This design comes from an exercise in tuning for small area and a short achievable clock period on the open sky130 flow, not from production work. At most, simulation tests tie the RTL to the original design; equivalence was not proved. The flow treats the clock pin as an ideal source. Dropping or thinning the clock tree relies on that and would not hold on a real chip. Power figures rest on the tool's default switching activity, not on a simulated workload.

Setup of trial 6:
Design SPI_Wrapper, start of the top module:
module SPI_Wrapper(MISO, MOSI, SS_n, rst_n, clk);
input MOSI, SS_n, clk, rst_n;
output MISO;
wire [9:0] rxdata;
wire [7:0] txdata;
wire rx_valid,tx_valid;
SPI_RAM #(256,8) R (rxdata, txdata, rx_valid, tx_valid , clk, rst_n);
SPI_SLAVE  S (MOSI,MISO,SS_n,clk,rst_n,rxdata,rx_valid, txdata, tx_valid);
endmodule
Settings: LEC_CHECK=0, CAP_MARGIN=20, CORE_MARGIN=2, CORE_UTILIZATION=75, CTS_BUF_LIST=sky130_fd_sc_hd__clkbuf_16, CTS_CLUSTER_DIAMETER=70, CTS_CLUSTER_SIZE=28, SETUP_SLACK_MARGIN=2.35, SLEW_MARGIN=20; clock period 4.0 ns.
standard.sh (not shown) runs the stock make flow with config.mk's settings and CLKGATE_MAP_FILE= SYNTH_SCRIPT=/design/flow/synth_recipe.tcl, a recipe that flattens the netlist after the stock synthesis.
==> flow/flow/run.sh <==
#!/bin/bash
# The standard layout, with one change after CTS: the levels of the clock
# tree between the clock port and CTS's leaf buffers are replaced by four
# buf_16 buffers that the port drives directly, and the leaf buffers become
# buf_12 if the clock slew at the flip-flops stays low (flow/ctsfix.tcl).
set -euo pipefail
WORK=$(pwd)
R=$WORK/orfs/results/$FLOW_PLATFORM/SPI_Wrapper/base

# 1. standard synthesis, floorplan, placement and CTS
bash standard.sh cts > "$WORK/std_to_cts.log" 2>&1

# 2. rebuild the top of the clock tree
cp "$R/4_cts.odb" "$WORK/4_cts_standard.odb"
FLOW_HOME="$FLOW_HOME" FLOW_PLATFORM="$FLOW_PLATFORM" \
  IN_ODB="$WORK/4_cts_standard.odb" IN_SDC="$R/4_cts.sdc" OUT_ODB="$WORK/4_cts_fixed.odb" \
  NROOT=4 CLK_PORT=clk ROOT_CELL=sky130_fd_sc_hd__buf_16 LEAF_CELL=sky130_fd_sc_hd__buf_12 LEAF_SLEW=0.115 \
  openroad -no_init -exit "$WORK/flow/ctsfix.tcl" > "$WORK/ctsfix.log" 2>&1
cp "$WORK/4_cts_fixed.odb" "$R/4_cts.odb"
touch "$R/4_cts.odb" "$R/4_cts.sdc"

# 3. the rest of the standard layout
bash standard.sh > "$WORK/std_route_finish.log" 2>&1
Other scripts of this flow, unchanged in this note and not shown: flow/flow/ctsfix.tcl
Trial 6: no failed stages, no open violations at the end
--- input diff trial 6..trial 84 ---
Settings: CTS_CLUSTER_DIAMETER: 70 -> 60.
- Trial 84 against trial 6: multi-input combinational area share flat; number of buffer and inverter stages on the critical path has increased.
- There was hardly any difference in multi-input gate area in the final layout between trial 6 and trial 84.
- Trial 84: worst setup margin higher than trial 6
Function was not checked in any run of this note: the RTL went through the layout flow alone.

* * *

Another version of the RTL of SPI_Wrapper (not shown whole).
Size in the first run: about 2,100 flip-flops, ~5 I/O pins, roughly 48,000 um2 of cells after synthesis.
Settings: LEC_CHECK=0, ABC_AREA=1, CAP_MARGIN=20, CORE_MARGIN=2, CORE_UTILIZATION=75, CTS_BUF_LIST=sky130_fd_sc_hd__clkbuf_16, CTS_CLUSTER_DIAMETER=70, CTS_CLUSTER_SIZE=35, SETUP_SLACK_MARGIN=2.05, SLEW_MARGIN=20; clock period 4.0 ns.
run.sh (not shown) runs the stock make flow with config.mk's settings and CLKGATE_MAP_FILE= SYNTH_SCRIPT=/design/flow/synth_recipe.tcl, a recipe that flattens the netlist after the stock synthesis.
Stock flow here: none of the scripts above is used.
Change:
CORE_UTILIZATION = 85   (was 75)
SETUP_SLACK_MARGIN = 2.2   (was 2.05)
Effect: This time the run stopped in detailed placement. Synthesized area does not change. Synthesized cell count is unchanged.
Change:
CORE_UTILIZATION = 60   (was 85)
What happened: This time the run completed without violations; synthesized area does not change; synthesized cell count does not change.
Change:
CORE_UTILIZATION = 75   (was 60)
After rerunning: The new run finished with timing, DRC and antenna clean; setup slack stays flat; design area went down by 1.0%; power went down by about 0.8%; via count went up by 3.9%.
Change:
CTS_CLUSTER_SIZE = 32   (was 35)
SETUP_SLACK_MARGIN = 2.12   (was 2.2)
Result: Non-clock buffer count drops by 9; die area is unchanged; via count is higher by 0.34%; setup slack degrades by 0.057 ns; critical path depth is higher by 6; clock-buffer cell count came out higher by 6; design area stays flat; hold slack stays flat; wire length is about the same.
Change:
ABC_AREA = not set   (was 1)
CORE_UTILIZATION = 60   (was 75)
CTS_CLUSTER_SIZE = 35   (was 32)
SETUP_SLACK_MARGIN = 2.2   (was 2.12)
Result: Total power is lower by 0.70%. Setup slack gains 0.064 ns. Non-clock buffer count goes up by 16. Count of clock-buffer cells in the layout goes down by 5. Synthesized area climbs by 0.45%. Via count is lower by 13%. Routed wire length decreases by 4.2%.

* * *

== job 3495 ==
SPI_Wrapper again, from the RTL that the note above started with.
==> flow/design.v (excerpt) <==
module SPI_Wrapper(MISO, MOSI, SS_n, rst_n, clk);
input MOSI, SS_n, clk, rst_n;
output MISO;
wire [9:0] rxdata;
wire [7:0] txdata;
wire rx_valid,tx_valid;
SPI_RAM #(256,8) R (rxdata, txdata, rx_valid, tx_valid , clk, rst_n);
SPI_SLAVE  S (MOSI,MISO,SS_n,clk,rst_n,rxdata,rx_valid, txdata, tx_valid);
endmodule
Settings: LEC_CHECK=0, ABC_AREA=1, CAP_MARGIN=20, CORE_MARGIN=2, CORE_UTILIZATION=75, CTS_BUF_LIST=sky130_fd_sc_hd__clkbuf_16, CTS_CLUSTER_DIAMETER=70, CTS_CLUSTER_SIZE=32, SETUP_SLACK_MARGIN=2.2, SLEW_MARGIN=20; clock period 4.0 ns.
standard.sh (not shown) runs the stock make flow with config.mk's settings and CLKGATE_MAP_FILE= SYNTH_SCRIPT=/design/flow/synth_recipe.tcl, a recipe that flattens the netlist after the stock synthesis.
==> flow/flow/run.sh <==
#!/bin/bash
# The standard layout, with one change after CTS: the levels of the clock
# tree between the clock port and CTS's leaf buffers are replaced by four
# clkbuf_16 buffers that the port drives directly (flow/ctsfix.tcl).
set -euo pipefail
WORK=$(pwd)
R=$WORK/orfs/results/$FLOW_PLATFORM/SPI_Wrapper/base

# 1. standard synthesis, floorplan, placement and CTS
bash standard.sh cts > "$WORK/std_to_cts.log" 2>&1

# 2. rebuild the top of the clock tree
cp "$R/4_cts.odb" "$WORK/4_cts_standard.odb"
FLOW_HOME="$FLOW_HOME" FLOW_PLATFORM="$FLOW_PLATFORM" \
  IN_ODB="$WORK/4_cts_standard.odb" IN_SDC="$R/4_cts.sdc" OUT_ODB="$WORK/4_cts_fixed.odb" \
  NROOT=4 CLK_PORT=clk \
  openroad -no_init -exit "$WORK/flow/ctsfix.tcl" > "$WORK/ctsfix.log" 2>&1
cp "$WORK/4_cts_fixed.odb" "$R/4_cts.odb"
touch "$R/4_cts.odb" "$R/4_cts.sdc"

# 3. the rest of the standard layout
bash standard.sh > "$WORK/std_route_finish.log" 2>&1
==> flow/flow/ctsfix.tcl <==
# Rebuild the top of the clock tree that ORFS's CTS made: the clock port
# drives NROOT clkbuf_16 buffers directly, each placed at the centre of a
# group of CTS's leaf buffers (the buffers that drive flip-flops), which it
# drives.  The leaf level is kept as CTS made it; only the levels between the
# port and the leaves are replaced, so the tree stays balanced and one level
# shallower.
set flow $::env(FLOW_HOME)
set plat $::env(FLOW_PLATFORM)
read_db $::env(IN_ODB)
read_liberty $flow/platforms/$plat/lib/sky130_fd_sc_hd__tt_025C_1v80.lib
read_sdc $::env(IN_SDC)
source $flow/platforms/$plat/setRC.tcl
set_propagated_clock [all_clocks]
estimate_parasitics -placement
puts "before:"
report_clock_latency -digits 3

set NROOT $::env(NROOT)
set block [ord::get_db_block]
set clk [$block findNet $::env(CLK_PORT)]

proc out_net {inst} {
  foreach it [$inst getITerms] { if {[[$it getMTerm] getIoType] eq "OUTPUT"} { return [$it getNet] } }
  return "NULL"
}
proc loads {net} {
  set l {}
  foreach it [$net getITerms] { if {[[$it getMTerm] getIoType] eq "INPUT"} { lappend l $it } }
  return $l
}

# walk the tree.  A leaf is a buffer that drives a flip-flop; any buffers it
# also drives are taken off it and walked in turn.  Upper buffers drive only
# buffers.
set upper {}; set upper_nets {}; set leaves {}; set dummies {}; set moved {}
set front [list $clk]
while {[llength $front]} {
  set next {}
  foreach net $front {
    foreach it [loads $net] {
      set inst [$it getInst]
      if {[[$it getMTerm] getName] eq "CLK"} { continue }
      set on [out_net $inst]
      if {$on eq "NULL"} { lappend dummies $inst; continue }
      set has_ff 0
      foreach l [loads $on] {
        if {[[$l getMTerm] getName] eq "CLK"} { set has_ff 1 }
      }
      if {$has_ff} {
        lappend leaves $it
        # buffers below a leaf: detach them from it and walk them too
        foreach l [loads $on] {
          set li [$l getInst]
          if {[[$l getMTerm] getName] ne "CLK" && [out_net $li] ne "NULL"} { lappend moved $l }
        }
      } else {
        lappend upper $inst; lappend upper_nets $on; lappend next $on
      }
    }
  }
  # buffers that hung below a leaf become leaves or upper buffers themselves
  foreach l $moved {
    set li [$l getInst]
    set on [out_net $li]
    set has_ff 0
    foreach x [loads $on] { if {[[$x getMTerm] getName] eq "CLK"} { set has_ff 1 } }
    if {$has_ff} { lappend leaves $l } else { lappend upper $li; lappend upper_nets $on; lappend next $on }
  }
  set moved {}
  set front $next
}
# dummy loads hanging on the upper nets go with them
set gone_nets [concat [list $clk] $upper_nets]
foreach d $dummies {
  set a [$d findITerm A]
  set n [$a getNet]
  if {$n ne "NULL" && [lsearch -exact $gone_nets $n] >= 0} { $a disconnect; odb::dbInst_destroy $d }
}

# group the leaves: equal-sized sectors by angle around their centre
set sx 0; set sy 0
foreach it $leaves { set loc [[$it getInst] getLocation]; set sx [expr $sx+[lindex $loc 0]]; set sy [expr $sy+[lindex $loc 1]] }
set cx [expr double($sx)/[llength $leaves]]; set cy [expr double($sy)/[llength $leaves]]
set ang {}
set i 0
foreach it $leaves {
  set loc [[$it getInst] getLocation]
  lappend ang [list $i [expr atan2([lindex $loc 1]-$cy, [lindex $loc 0]-$cx)]]
  incr i
}
set ang [lsort -real -index 1 $ang]
set N [llength $leaves]
set asg [lrepeat $N 0]
set k 0
foreach e $ang { lset asg [lindex $e 0] [expr ($k * $NROOT) / $N]; incr k }
set cents {}
for {set k 0} {$k < $NROOT} {incr k} {
  set sx 0; set sy 0; set n 0
  foreach it $leaves a $asg {
    if {$a == $k} { set loc [[$it getInst] getLocation]; set sx [expr $sx+[lindex $loc 0]]; set sy [expr $sy+[lindex $loc 1]]; incr n }
  }
  lappend cents [list [expr $sx/$n] [expr $sy/$n]]
}

# take the old upper tree apart
foreach it $leaves { $it disconnect }
foreach it $moved { }
foreach inst $upper {
  foreach it [$inst getITerms] { if {[$it getNet] ne "NULL" && ![[$it getNet] isSpecial]} { $it disconnect } }
  odb::dbInst_destroy $inst
}
foreach n $upper_nets { odb::dbNet_destroy $n }

# the new top level
set root_cell sky130_fd_sc_hd__clkbuf_16
if {[info exists ::env(ROOT_CELL)]} { set root_cell $::env(ROOT_CELL) }
set master [[ord::get_db] findMaster $root_cell]
for {set k 0} {$k < $NROOT} {incr k} {
  set b [odb::dbInst_create $block $master "clkroot_$k"]
  set c [lindex $cents $k]
  $b setLocation [expr int([lindex $c 0])] [expr int([lindex $c 1])]
  $b setPlacementStatus PLACED
  [$b findITerm A] connect $clk
  set on [odb::dbNet_create $block "clknet_root_$k"]
  $on setSigType CLOCK
  [$b findITerm X] connect $on
  set n 0
  foreach it $leaves a $asg { if {$a == $k} { $it connect $on; incr n } }
  puts "root $k drives $n leaf buffers"
}
if {[info exists ::env(LEAF_CELL)]} {
  set lm [[ord::get_db] findMaster $::env(LEAF_CELL)]
  foreach it $leaves { [$it getInst] swapMaster $lm }
}
detailed_placement
check_placement
estimate_parasitics -placement
puts "after:"
report_clock_latency -digits 3
report_clock_skew -digits 3
set mx 0
foreach p [get_pins -hierarchical */CLK] { foreach k {slew_max_rise slew_max_fall} { set v [get_property $p $k]; if {$v > $mx} {set mx $v} } }
puts "largest clock pin slew (estimate): $mx"
write_db $::env(OUT_ODB)
> inputs changed (job 3495 -> job 2355)
Settings: SETUP_SLACK_MARGIN changed from 2.2 to 2.28.
-- flow/flow/ctsfix.tcl --
<<< job 3495, line 115
set root_cell sky130_fd_sc_hd__clkbuf_16
if {[info exists ::env(ROOT_CELL)]} { set root_cell $::env(ROOT_CELL) }
set master [[ord::get_db] findMaster $root_cell]
>>> job 2355, line 115
set master [[ord::get_db] findMaster sky130_fd_sc_hd__clkbuf_16]
<<< job 3495, line 131
if {[info exists ::env(LEAF_CELL)]} {
  set lm [[ord::get_db] findMaster $::env(LEAF_CELL)]
  foreach it $leaves { [$it getInst] swapMaster $lm }
}
>>> job 2355, line 129
<<< job 3495, line 141
set mx 0
foreach p [get_pins -hierarchical */CLK] { foreach k {slew_max_rise slew_max_fall} { set v [get_property $p $k]; if {$v > $mx} {set mx $v} } }
puts "largest clock pin slew (estimate): $mx"
>>> job 2355, line 135
Findings:
Taking job 3495 as the reference, in job 2355 logic gate share of total power closely matched the old numbers, power consumption closely matched the old numbers, clock tree skew after final layout decreased by 0.014 ns relative to the old numbers, global-route usage increased by 0.68 points relative to the old numbers. Relative to job 3495, final worst-path cycle share has increased by 1.6 points in job 2355. Of job 3495 and job 2355, job 3495 shows the lower shortest period the worst path allows, with job 2355 above it. Delta (job 2355 minus job 3495): internal power essentially unchanged; area taken by multi-input logic gates increased 1.2%; wire length per cell after detailed routing went up by about 3%. Job 2355 does worse than job 3495 on wire length.
Edits applied to the flow inputs when going from job 2355 to job 8114:
Settings: a change of SETUP_SLACK_MARGIN from 2.28 to 2.35.
## What came out
[job 8114] average wire per cell in the routed design fell about 1.6% relative to job 2355. Compared with job 2355, job 8114 shows a first-pass GRT wire length that is 0.93% lower. Global-route usage: job 8114 < job 2355. Job 8114 vs job 2355, minimum clock period after layout went down by 0.051 ns. Higher worst hold slack was reported by job 2355, not job 8114. Total power of the final layout: job 2355 vs job 8114, no meaningful difference.
## Diff of input files: job 4069 against job 8114
-- flow/flow/run.sh --
<<< job 8114, line 4
# clkbuf_16 buffers that the port drives directly (flow/ctsfix.tcl).
>>> job 4069, line 4
# buf_16 buffers that the port drives directly, and the leaf buffers become
# buf_12 (flow/ctsfix.tcl).
<<< job 8114, line 16
  NROOT=4 CLK_PORT=clk \
>>> job 4069, line 17
  NROOT=4 CLK_PORT=clk ROOT_CELL=sky130_fd_sc_hd__buf_16 LEAF_CELL=sky130_fd_sc_hd__buf_12 \
-- flow/flow/ctsfix.tcl --
<<< job 8114, line 115
set master [[ord::get_db] findMaster sky130_fd_sc_hd__clkbuf_16]
>>> job 4069, line 115
set root_cell sky130_fd_sc_hd__clkbuf_16
if {[info exists ::env(ROOT_CELL)]} { set root_cell $::env(ROOT_CELL) }
set master [[ord::get_db] findMaster $root_cell]
<<< job 8114, line 129
>>> job 4069, line 131
if {[info exists ::env(LEAF_CELL)]} {
  set lm [[ord::get_db] findMaster $::env(LEAF_CELL)]
  foreach it $leaves { [$it getInst] swapMaster $lm }
}
<<< job 8114, line 135
>>> job 4069, line 141
set mx 0
foreach p [get_pins -hierarchical */CLK] { foreach k {slew_max_rise slew_max_fall} { set v [get_property $p $k]; if {$v > $mx} {set mx $v} } }
puts "largest clock pin slew (estimate): $mx"
Results
Job 4069 ended with less fraction of the cycle the final worst path needs than job 8114.
Slowest cell on the critical path = sky130_fd_sc_hd__edfxtp_1: job 4069; slowest cell on the critical path = sky130_fd_sc_hd__o21ai_1: job 8114
First-pass GRT wire length: job 8114 vs job 4069, no meaningful difference
The post-route minimum period of job 4069 falls short of that of job 8114 by 0.020 ns.
Status: post-route DRC violation count parity (job 8114, job 4069)
NOTE cell area after layout job 8114->job 4069 decreased slightly
Compared with job 8114, job 4069 shows a number of design-rule violations left by the first detailed-router iteration that is 9 lower.

separate check: timing with driven ports:
How much do the figures lean on ideal ports? The routed layouts below were timed once more, with nothing changed but the port constraints. Step 1: set_driving_cell puts a clkbuf_16 on clk and a buf_2 on each other input, an assumption about the parent block. Step 2 moves the port delays by t, midway between the first and last clock arrival at a register: inputs arrive t later, outputs are due t later. That takes back most of the time a late clock gives input paths. a / b / c = no drivers / after step 1 / after step 2; a / b = the first two.
run | shift t [ns] | setup slack, ns | worst setup path at the end
trial 6 | 0.617 | 2.103 / 2.103 / 2.033 | input to register
trial 84 | 0.621 | 2.133 / 2.123 / 1.990 | input to register
the first run of note 2 | 0.710 | 2.066 / 2.021 / 1.519 | input to register
the third run of note 2 | 0.718 | 2.095 / 2.029 / 1.645 | input to register
the fourth run of note 2 | 0.714 | 2.095 / 2.031 / 1.677 | input to register
the fifth run of note 2 | 0.715 | 2.038 / 2.024 / 1.621 | input to register
the sixth run of note 2 | 0.726 | 2.102 / 2.030 / 1.637 | input to register
job 3495 | 0.631 | 2.234 / 2.099 / 1.979 | input to register
job 2355 | 0.627 | 2.170 / 2.099 / 1.947 | input to register
job 8114 | 0.633 | 2.221 / 2.092 / 1.864 | input to register
job 4069 | 0.611 | 2.241 / 2.110 / 2.009 | input to register
After both steps setup and hold are still met in every run listed. The setup slack of the first run of note 2, which loses most, moves by -0.045 ns with the drivers and by -0.547 ns with both steps.
